Context: an optimization exercise on an open-source flow, tuned for small area, a short achievable clock period and few clock cycles. The choices shown serve that exercise and are no tape-out recipe. Function was checked by simulation only, so behaviour that the tests miss may differ from the original. No activity file was given, so power comes from the tool's default toggle rates.

==> try-juniper <==
==> flow/design.v (excerpt) <==
module ARM(
    input CLK,
    input Reset,
    input [31:0] Instr,
    input [31:0] ReadData,
    output MemWrite,
    output [31:0] PC,
    output [31:0] ALUResult,
    output [31:0] WriteData
);
    reg [31:0] pc_r;
    reg [31:0] ir;
    reg [3:0]  ra1, ra2;
    reg [14:0] oh1, oh2;           
    reg        id_valid;
    reg        ex_valid;
    reg [3:0]  ex_cond;
    reg        ex_ld, ex_st, ex_mul, ex_div, ex_b;
    reg [1:0]  ex_aluop;           
    reg        ex_fcv, ex_we;
    reg [3:0]  ex_rd;
    reg [31:0] ex_A, ex_B;
    reg [31:0] ex_addr;            
    reg        fN, fZ, fC, fV;
    reg        m_busy;
    reg [4:0]  m_cnt;
    reg        m_norm;             
    reg [4:0]  m_rot;              
    reg [31:0] rf [0:14];
    assign PC = pc_r;
    function cond_pass;
        input [3:0] c;
        input N, Z, C, V;
        begin
            case (c)
                4'b0000: cond_pass = Z;
                4'b0001: cond_pass = ~Z;
                4'b0010: cond_pass = C;
                4'b0011: cond_pass = ~C;
                4'b0100: cond_pass = N;
                4'b0101: cond_pass = ~N;
                4'b0110: cond_pass = V;
                4'b0111: cond_pass = ~V;
                4'b1000: cond_pass = ~Z & C;
                4'b1001: cond_pass = Z | ~C;
                4'b1010: cond_pass = ~(N ^ V);
                4'b1011: cond_pass = N ^ V;
                4'b1100: cond_pass = ~Z & ~(N ^ V);
                4'b1101: cond_pass = Z | (N ^ V);
                default: cond_pass = 1'b1;
            endcase
        end
    endfunction
    wire cond_ok = cond_pass(ex_cond, fN, fZ, fC, fV);
    wire ex_go = ex_valid & cond_ok;
    wire [31:0] srcB = ex_B;
    wire        sub  = ex_aluop[0];
    wire [32:0] sum  = {1'b0, ex_A} + {1'b0, sub ? ~srcB : srcB} + {32'b0, sub};
    reg  [31:0] alu_out;
    always @(*) begin
        case (ex_aluop)
            2'b10: alu_out = ex_A & srcB;
            2'b11: alu_out = ex_A | srcB;
            default: alu_out = sum[31:0];
        endcase
    end
    wire cout  = sum[32] ^ sub;
  ...
==> flow/config.mk <==
export PLATFORM = sky130hd
export DESIGN_NAME = ARM
export DESIGN_NICKNAME = ARM
export VERILOG_FILES = /design/flow/design.v
export SDC_FILE = /design/flow/constraint.sdc
export NUM_CORES = 4
export LEC_CHECK = 0
export ABC_AREA = 1
export CAP_MARGIN = 20
export CORE_MARGIN = 2
export CORE_UTILIZATION = 55
export SLEW_MARGIN = 20
==> flow/constraint.sdc <==
create_clock -name core_clock -period 14.0 [get_ports {CLK}]
set_input_delay 2.8000 -clock core_clock [delete_from_list [all_inputs] [get_ports {CLK}]]
set_output_delay 2.8000 -clock core_clock [all_outputs]
set_load 0.01 [all_outputs]
standard.sh (not shown) runs the stock make flow with config.mk's settings and CLKGATE_MAP_FILE= SYNTH_SCRIPT=/design/flow/synth_recipe.tcl, a recipe that flattens the netlist after the stock synthesis.
==> flow/flow/run.sh <==
#!/bin/bash
set -euo pipefail
cd "$(dirname "$0")/.."
bash standard.sh SETUP_SLACK_MARGIN=9 finish > flow_standard.log 2>&1
==> inputs of try-harbor, as changes to try-juniper <==
--- a/flow/design.v
+++ b/flow/design.v
@@ -13,21 +13,19 @@
     reg [3:0]  ra1, ra2;
     reg [14:0] oh1, oh2;           
     reg        id_valid;
     reg        ex_valid;
     reg [3:0]  ex_cond;
-    reg        ex_ld, ex_st, ex_mul, ex_div, ex_b;
+    reg        ex_ld, ex_st, ex_mul, ex_div, ex_b, ex_alu;
     reg [1:0]  ex_aluop;           
     reg        ex_fcv, ex_we;
     reg [3:0]  ex_rd;
     reg [31:0] ex_A, ex_B;
     reg [31:0] ex_addr;            
     reg        fN, fZ, fC, fV;
     reg        m_busy;
     reg [4:0]  m_cnt;
-    reg        m_norm;             
-    reg [4:0]  m_rot;              
     reg [31:0] rf [0:14];
     assign PC = pc_r;
     function cond_pass;
         input [3:0] c;
         input N, Z, C, V;
@@ -72,11 +70,11 @@
     wire aZ    = ~|(z_p ^ z_k);
     wire aV    = (ex_A[31] ^ sum[31]) & ~(ex_A[31] ^ srcB[31] ^ sub);
     always @(posedge CLK) begin
         if (ex_go & ex_fcv) begin fN <= aN; fZ <= aZ; fC <= cout; fV <= aV; end
     end
-    wire [31:0] m_P = m_busy ? ex_addr : 32'd0;    
+    wire [31:0] m_P = ex_addr;    
     wire [31:0] mul_res = m_P + (ex_B[0] ? ex_A : 32'd0)
                               + (ex_B[1] ? {ex_A[30:0], 1'b0} : 32'd0)
                               + (ex_B[2] ? {ex_A[29:0], 2'b0} : 32'd0)
                               + (ex_B[3] ? {ex_A[28:0], 3'b0} : 32'd0);
     wire mul_done = (ex_B[31:4] == 28'd0) | (ex_A[27:0] == 28'd0);
@@ -113,21 +111,21 @@
     wire [31:0] smA = smear(ex_A);
     wire       div_small = |(ex_B & ~smA);        
     wire [5:0] div_diff = clzB - clzA;
     wire       div_ge = ~cout;                    
     wire [31:0] div_q = {ex_addr[30:0], div_ge};
-    wire       div_done = m_busy ? (~m_norm & (m_cnt == 5'd0)) : (divB0 | div_small);
+    wire       div_done = m_busy ? (m_cnt == 5'd0) : (divB0 | div_small);
     wire [31:0] div_res = m_busy ? div_q : {32{divB0}};
     wire mul_swap = ~m_busy & ~mul_done & (|(ex_B & ~{smA[27:0], 4'hF}));
     wire m_done = ex_mul ? (mul_done & ~mul_swap) : div_done;
     wire stall_ex = ex_go & (ex_mul | ex_div) & ~m_done;
     assign ALUResult = ex_addr;
     assign WriteData = ex_B;
     assign MemWrite  = ex_go & ex_st;
     wire        wb_we = ex_go & ex_we & ~stall_ex;
-    wire [31:0] md_res = ex_mul ? mul_res : div_res;
-    wire [31:0] wb_d  = ex_ld ? ReadData : (ex_mul | ex_div) ? md_res : alu_out;
+    wire [31:0] wb_d  = ({32{ex_mul}} & mul_res) | ({32{ex_div}} & div_res) |
+                        ({32{ex_ld}} & ReadData) | ({32{ex_alu}} & alu_out);
     always @(posedge CLK)
         if (wb_we) rf[ex_rd] <= wb_d;
     wire br_taken = ex_go & ex_b;
     wire       i_md  = ((Instr[27:25] == 3'b000) & (Instr[7:4] == 4'b1001) & (Instr[24:21] == 4'b0000)) |
                        ((Instr[27:20] == 8'b01111111) & (Instr[7:4] == 4'b1111));
@@ -183,12 +181,13 @@
         for (j = 0; j < 15; j = j + 1) begin
             rf1 = rf1 | (rf[j] & {32{oh1[j]}});
             rf2 = rf2 | (rf[j] & {32{oh2[j]}});
         end
     end
+    wire        m_norm = ex_go & ex_div & ~m_busy & ~divB0 & ~div_small;
     wire [31:0] s_in  = m_norm ? ex_B : rf2;
-    wire [4:0]  s_rot = m_norm ? m_rot : d_rot;
+    wire [4:0]  s_rot = m_norm ? (clzA[4:0] - clzB[4:0]) : d_rot;
     wire [31:0] r0 = s_rot[4] ? {s_in[15:0], s_in[31:16]} : s_in;
     wire [31:0] r1 = s_rot[3] ? {r0[7:0], r0[31:8]} : r0;
     wire [31:0] r2 = s_rot[2] ? {r1[3:0], r1[31:4]} : r1;
     wire [31:0] r3 = s_rot[1] ? {r2[1:0], r2[31:2]} : r2;
     wire [31:0] rot = s_rot[0] ? {r3[0], r3[31:1]} : r3;
@@ -219,14 +218,12 @@
         if (Reset) begin
             pc_r     <= 32'd0;
             id_valid <= 1'b0;
             ex_valid <= 1'b0;
             m_busy   <= 1'b0;
-            m_norm   <= 1'b0;
         end else begin
             m_busy <= stall_ex;
-            m_norm <= stall_ex & ex_div & ~m_busy;
             if (br_taken) begin
                 pc_r     <= ex_addr;
                 id_valid <= 1'b0;
                 ex_valid <= 1'b0;
             end else if (stall_ex) begin
@@ -261,31 +258,30 @@
                 ex_A    <= {ex_A[27:0], 4'b0};
                 ex_B    <= {4'b0, ex_B[31:4]};
             end else if (~m_busy) begin
                 ex_addr <= 32'd0;
                 m_cnt   <= div_diff[4:0];
-                m_rot   <= 5'd0 - div_diff[4:0];    
-            end else if (m_norm) begin
                 ex_B    <= sh_out;
             end else begin
                 ex_addr <= div_q;
                 m_cnt   <= m_cnt - 5'd1;
                 if (div_ge) ex_A <= sum[31:0];
                 ex_B    <= {1'b0, ex_B[31:1]};
             end
         end else begin
             ex_cond   <= d_cond;
             ex_ld     <= d_ld;
+            ex_alu    <= d_dp;
             ex_st     <= d_st;
             ex_mul    <= d_mul;
             ex_div    <= d_div;
             ex_b      <= d_b & ~id_bres;
             ex_aluop  <= d_aluop;
             ex_fcv    <= d_fcv;
             ex_we     <= d_we;
             ex_rd     <= d_rd;
             ex_A      <= rd1;
             ex_B      <= rd2;
-            ex_addr   <= d_addr;
+            ex_addr   <= d_mul ? 32'd0 : d_addr;
         end
     end
 endmodule
--- a/flow/config.mk
+++ b/flow/config.mk
@@ -6,7 +6,7 @@
 export NUM_CORES = 4
 export LEC_CHECK = 0
 export ABC_AREA = 1
 export CAP_MARGIN = 20
 export CORE_MARGIN = 2
-export CORE_UTILIZATION = 55
+export CORE_UTILIZATION = 45
 export SLEW_MARGIN = 20
==> inputs of try-amber, as changes to try-juniper <==
--- a/flow/design.v
+++ b/flow/design.v
@@ -6,30 +6,28 @@
     output MemWrite,
     output [31:0] PC,
     output [31:0] ALUResult,
     output [31:0] WriteData
 );
-    reg [31:0] pc_r;
+    reg [31:2] pc_r;               
     reg [31:0] ir;
     reg [3:0]  ra1, ra2;
     reg [14:0] oh1, oh2;           
     reg        id_valid;
     reg        ex_valid;
     reg [3:0]  ex_cond;
-    reg        ex_ld, ex_st, ex_mul, ex_div, ex_b;
+    reg        ex_ld, ex_st, ex_mul, ex_div, ex_b, ex_alu;
     reg [1:0]  ex_aluop;           
     reg        ex_fcv, ex_we;
     reg [3:0]  ex_rd;
     reg [31:0] ex_A, ex_B;
     reg [31:0] ex_addr;            
     reg        fN, fZ, fC, fV;
     reg        m_busy;
     reg [4:0]  m_cnt;
-    reg        m_norm;             
-    reg [4:0]  m_rot;              
     reg [31:0] rf [0:14];
-    assign PC = pc_r;
+    assign PC = {pc_r, 2'b00};
     function cond_pass;
         input [3:0] c;
         input N, Z, C, V;
         begin
             case (c)
@@ -72,11 +70,11 @@
     wire aZ    = ~|(z_p ^ z_k);
     wire aV    = (ex_A[31] ^ sum[31]) & ~(ex_A[31] ^ srcB[31] ^ sub);
     always @(posedge CLK) begin
         if (ex_go & ex_fcv) begin fN <= aN; fZ <= aZ; fC <= cout; fV <= aV; end
     end
-    wire [31:0] m_P = m_busy ? ex_addr : 32'd0;    
+    wire [31:0] m_P = ex_addr;    
     wire [31:0] mul_res = m_P + (ex_B[0] ? ex_A : 32'd0)
                               + (ex_B[1] ? {ex_A[30:0], 1'b0} : 32'd0)
                               + (ex_B[2] ? {ex_A[29:0], 2'b0} : 32'd0)
                               + (ex_B[3] ? {ex_A[28:0], 3'b0} : 32'd0);
     wire mul_done = (ex_B[31:4] == 28'd0) | (ex_A[27:0] == 28'd0);
@@ -113,21 +111,21 @@
     wire [31:0] smA = smear(ex_A);
     wire       div_small = |(ex_B & ~smA);        
     wire [5:0] div_diff = clzB - clzA;
     wire       div_ge = ~cout;                    
     wire [31:0] div_q = {ex_addr[30:0], div_ge};
-    wire       div_done = m_busy ? (~m_norm & (m_cnt == 5'd0)) : (divB0 | div_small);
+    wire       div_done = m_busy ? (m_cnt == 5'd0) : (divB0 | div_small);
     wire [31:0] div_res = m_busy ? div_q : {32{divB0}};
     wire mul_swap = ~m_busy & ~mul_done & (|(ex_B & ~{smA[27:0], 4'hF}));
     wire m_done = ex_mul ? (mul_done & ~mul_swap) : div_done;
     wire stall_ex = ex_go & (ex_mul | ex_div) & ~m_done;
     assign ALUResult = ex_addr;
     assign WriteData = ex_B;
     assign MemWrite  = ex_go & ex_st;
     wire        wb_we = ex_go & ex_we & ~stall_ex;
-    wire [31:0] md_res = ex_mul ? mul_res : div_res;
-    wire [31:0] wb_d  = ex_ld ? ReadData : (ex_mul | ex_div) ? md_res : alu_out;
+    wire [31:0] wb_d  = ({32{ex_mul}} & mul_res) | ({32{ex_div}} & div_res) |
+                        ({32{ex_ld}} & ReadData) | ({32{ex_alu}} & alu_out);
     always @(posedge CLK)
         if (wb_we) rf[ex_rd] <= wb_d;
     wire br_taken = ex_go & ex_b;
     wire       i_md  = ((Instr[27:25] == 3'b000) & (Instr[7:4] == 4'b1001) & (Instr[24:21] == 4'b0000)) |
                        ((Instr[27:20] == 8'b01111111) & (Instr[7:4] == 4'b1111));
@@ -183,12 +181,13 @@
         for (j = 0; j < 15; j = j + 1) begin
             rf1 = rf1 | (rf[j] & {32{oh1[j]}});
             rf2 = rf2 | (rf[j] & {32{oh2[j]}});
         end
     end
+    wire        m_norm = ex_go & ex_div & ~m_busy & ~divB0 & ~div_small;
     wire [31:0] s_in  = m_norm ? ex_B : rf2;
-    wire [4:0]  s_rot = m_norm ? m_rot : d_rot;
+    wire [4:0]  s_rot = m_norm ? (clzA[4:0] - clzB[4:0]) : d_rot;
     wire [31:0] r0 = s_rot[4] ? {s_in[15:0], s_in[31:16]} : s_in;
     wire [31:0] r1 = s_rot[3] ? {r0[7:0], r0[31:8]} : r0;
     wire [31:0] r2 = s_rot[2] ? {r1[3:0], r1[31:4]} : r1;
     wire [31:0] r3 = s_rot[1] ? {r2[1:0], r2[31:2]} : r2;
     wire [31:0] rot = s_rot[0] ? {r3[0], r3[31:1]} : r3;
@@ -202,44 +201,42 @@
     wire fill = (d_sh == 2'b10) & s_in[31];
     wire [31:0] sh_out = (rot & ~kill) | ({32{fill}} & kill);
     wire [31:0] d_opB  = sh_out | ((d_I & d_dp) ? {24'b0, ir[7:0]} : 32'd0);
     wire [31:0] rd1 = (wb_we && ex_rd == ra1) ? wb_d : rf1;
     wire [31:0] rd2 = (wb_we && ex_rd == ra2) ? wb_d : d_opB;
-    wire [31:0] pc_plus4 = pc_r + 32'd4;
+    wire [31:0] pc_plus4 = {pc_r + 30'd1, 2'b00};
     wire [31:0] m_off = ir[23] ? {20'b0, ir[11:0]} : -{20'b0, ir[11:0]};
     wire [31:0] b_off = {{6{ir[23]}}, ir[23:0], 2'b00};
     wire [31:0] a_base = d_b ? pc_plus4 : rf1;
     wire [31:0] a_off  = d_b ? b_off : m_off;
     wire [31:0] d_addr = a_base + a_off;
-    wire stall_id = id_valid & ex_valid & ex_we &
+    wire stall_id = id_valid & ex_go & ex_we &
                     ((d_mem & (ex_rd == ir[19:16])) |
                      (d_shreg & (d_shamt != 5'd0) & (ex_rd == ra2)));
     wire id_bres  = id_valid & d_b & ~(ex_valid & ex_fcv) & ~stall_ex;
     wire id_btake = id_bres & cond_pass(d_cond, fN, fZ, fC, fV);
     always @(posedge CLK or posedge Reset) begin
         if (Reset) begin
-            pc_r     <= 32'd0;
+            pc_r     <= 30'd0;
             id_valid <= 1'b0;
             ex_valid <= 1'b0;
             m_busy   <= 1'b0;
-            m_norm   <= 1'b0;
         end else begin
             m_busy <= stall_ex;
-            m_norm <= stall_ex & ex_div & ~m_busy;
             if (br_taken) begin
-                pc_r     <= ex_addr;
+                pc_r     <= ex_addr[31:2];
                 id_valid <= 1'b0;
                 ex_valid <= 1'b0;
             end else if (stall_ex) begin
             end else if (id_btake) begin
-                pc_r     <= d_addr;
+                pc_r     <= d_addr[31:2];
                 id_valid <= 1'b0;
                 ex_valid <= 1'b0;
             end else if (stall_id) begin
                 ex_valid <= 1'b0;
             end else begin
-                pc_r     <= pc_plus4;
+                pc_r     <= pc_plus4[31:2];
                 id_valid <= 1'b1;
                 ex_valid <= id_valid;
             end
         end
     end
@@ -261,31 +258,30 @@
                 ex_A    <= {ex_A[27:0], 4'b0};
                 ex_B    <= {4'b0, ex_B[31:4]};
             end else if (~m_busy) begin
                 ex_addr <= 32'd0;
                 m_cnt   <= div_diff[4:0];
-                m_rot   <= 5'd0 - div_diff[4:0];    
-            end else if (m_norm) begin
                 ex_B    <= sh_out;
             end else begin
                 ex_addr <= div_q;
                 m_cnt   <= m_cnt - 5'd1;
                 if (div_ge) ex_A <= sum[31:0];
                 ex_B    <= {1'b0, ex_B[31:1]};
             end
         end else begin
             ex_cond   <= d_cond;
             ex_ld     <= d_ld;
+            ex_alu    <= d_dp;
             ex_st     <= d_st;
             ex_mul    <= d_mul;
             ex_div    <= d_div;
             ex_b      <= d_b & ~id_bres;
             ex_aluop  <= d_aluop;
             ex_fcv    <= d_fcv;
             ex_we     <= d_we;
             ex_rd     <= d_rd;
             ex_A      <= rd1;
             ex_B      <= rd2;
-            ex_addr   <= d_addr;
+            ex_addr   <= d_mul ? 32'd0 : d_addr;
         end
     end
 endmodule
--- a/flow/config.mk
+++ b/flow/config.mk
@@ -6,7 +6,7 @@
 export NUM_CORES = 4
 export LEC_CHECK = 0
 export ABC_AREA = 1
 export CAP_MARGIN = 20
 export CORE_MARGIN = 2
-export CORE_UTILIZATION = 55
+export CORE_UTILIZATION = 40
 export SLEW_MARGIN = 20
==> notes <==
Clock power is about the same in try-juniper and try-amber.
The highest hold slack belongs to try-amber, the lowest to try-harbor.
The lowest global-route usage belongs to try-amber, the highest to try-juniper.
The lowest core utilization belongs to try-amber, the highest to try-juniper.
Of try-juniper and try-harbor, try-juniper has the higher synthesized cell count (gap about 7.5%, measured against try-harbor).
In final area, try-harbor and try-amber hardly differ.
Against try-amber, the combinational power of try-harbor is lower by about 3%.
Register-to-register slack, highest first: try-harbor, try-juniper, try-amber.
Flip-flop and latch count: try-harbor is lower than try-juniper (5).
==> figures <==
Clock Pin Slew Worst Setup and Hold Paths: try-juniper 0.06 ns; try-amber 0.06 ns; try-harbor 0.07 ns
Number of instances in the placed design: try-juniper 7,944; try-amber 7,817; try-harbor 7,655
Number of stages on the worst setup path: try-juniper 19; try-amber 9; try-harbor 15
Total cell area at the placement stage: try-juniper 54,300 um2; try-amber 52,700 um2; try-harbor 52,500 um2
Minimum hold slack: try-juniper 0.483 ns; try-amber 0.497 ns; try-harbor 0.462 ns
Dpl ws: try-juniper 7.93 ns; try-amber 7.21 ns; try-harbor 7.20 ns
Share of synthesized cell area in and, or, nand and nor gates: try-juniper 0.296; try-amber 0.258; try-harbor 0.266
Cell leakage power: try-juniper 26.0 nW; try-amber 24.8 nW; try-harbor 25.2 nW
Buffers excl. clock: try-juniper 423; try-amber 502; try-harbor 489
Tapcell count: try-juniper 1,254; try-amber 1,625; try-harbor 1,414
Worst Clk Skew: try-juniper 0.0357 ns; try-amber 0.0305 ns; try-harbor 0.0314 ns
Transition time at the pin with the least slew margin: try-juniper 1.25 ns; try-amber 1.27 ns; try-harbor 1.14 ns
Critical Path RT: try-juniper 14.52 ns; try-amber 11.20 ns; try-harbor 14.28 ns
Total track usage: try-juniper 0.498; try-amber 0.388; try-harbor 0.427
Final cycle utilization of the critical path: try-juniper 0.368; try-amber 0.373; try-harbor 0.359
Portion of the post-synthesis area used by sequential elements: try-juniper 0.413; try-amber 0.416; try-harbor 0.416
Result of the run: try-juniper no timing/DRC/antenna violations; try-amber no timing/DRC/antenna violations; try-harbor no timing/DRC/antenna violations
Clock Buffer Count: try-juniper 97; try-amber 98; try-harbor 91
Clk sinks: try-juniper 713; try-amber 706; try-harbor 708
Cell area after technology mapping: try-juniper 51,400 um2; try-amber 49,000 um2; try-harbor 49,100 um2
Testbench counts of try-juniper, summed over its fixed seeds: cycles 20,099.
Testbench counts of try-harbor, summed over its fixed seeds: cycles 19,913.
Testbench counts of try-amber, summed over its fixed seeds: cycles 19,864.

[separate check: timing with driven ports]
How much do the figures lean on ideal ports? The routed layouts below were timed once more, with nothing changed but the port constraints.
Step 1 sets driving cells, clkbuf_16 on the clock port and buf_2 on the other inputs (assumed; they add their load-dependent delay and slew).
Step 2 times the ports against the registers' clock, not the clock port: input delays grow and output delays shrink by t, the midpoint of the rising clock arrivals with the driver on.
Slacks: ideal ports / drivers / drivers and shift; pairs: ideal ports / drivers.
run | t, ns | slack for setup (ns) | hold WS [ns] | latest minus earliest clock arrival (ns) | worst register clock-pin slew, ns
try-juniper | 0.730 | 8.847 / 8.794 / 8.525 | 0.483 / 0.483 / 0.483 | 0.035 / 0.036 | 0.07 / 0.07
try-harbor | 0.722 | 8.976 / 8.921 / 8.551 | 0.462 / 0.462 / 0.462 | 0.031 / 0.031 | 0.07 / 0.07
try-amber | 0.726 | 8.778 / 8.706 / 8.605 | 0.497 / 0.497 / 0.497 | 0.033 / 0.033 | 0.07 / 0.07
After both steps setup and hold are still met in every run listed. For try-harbor, which loses most, drivers alone change the setup slack by -0.055 ns; drivers and shift together by -0.425 ns.
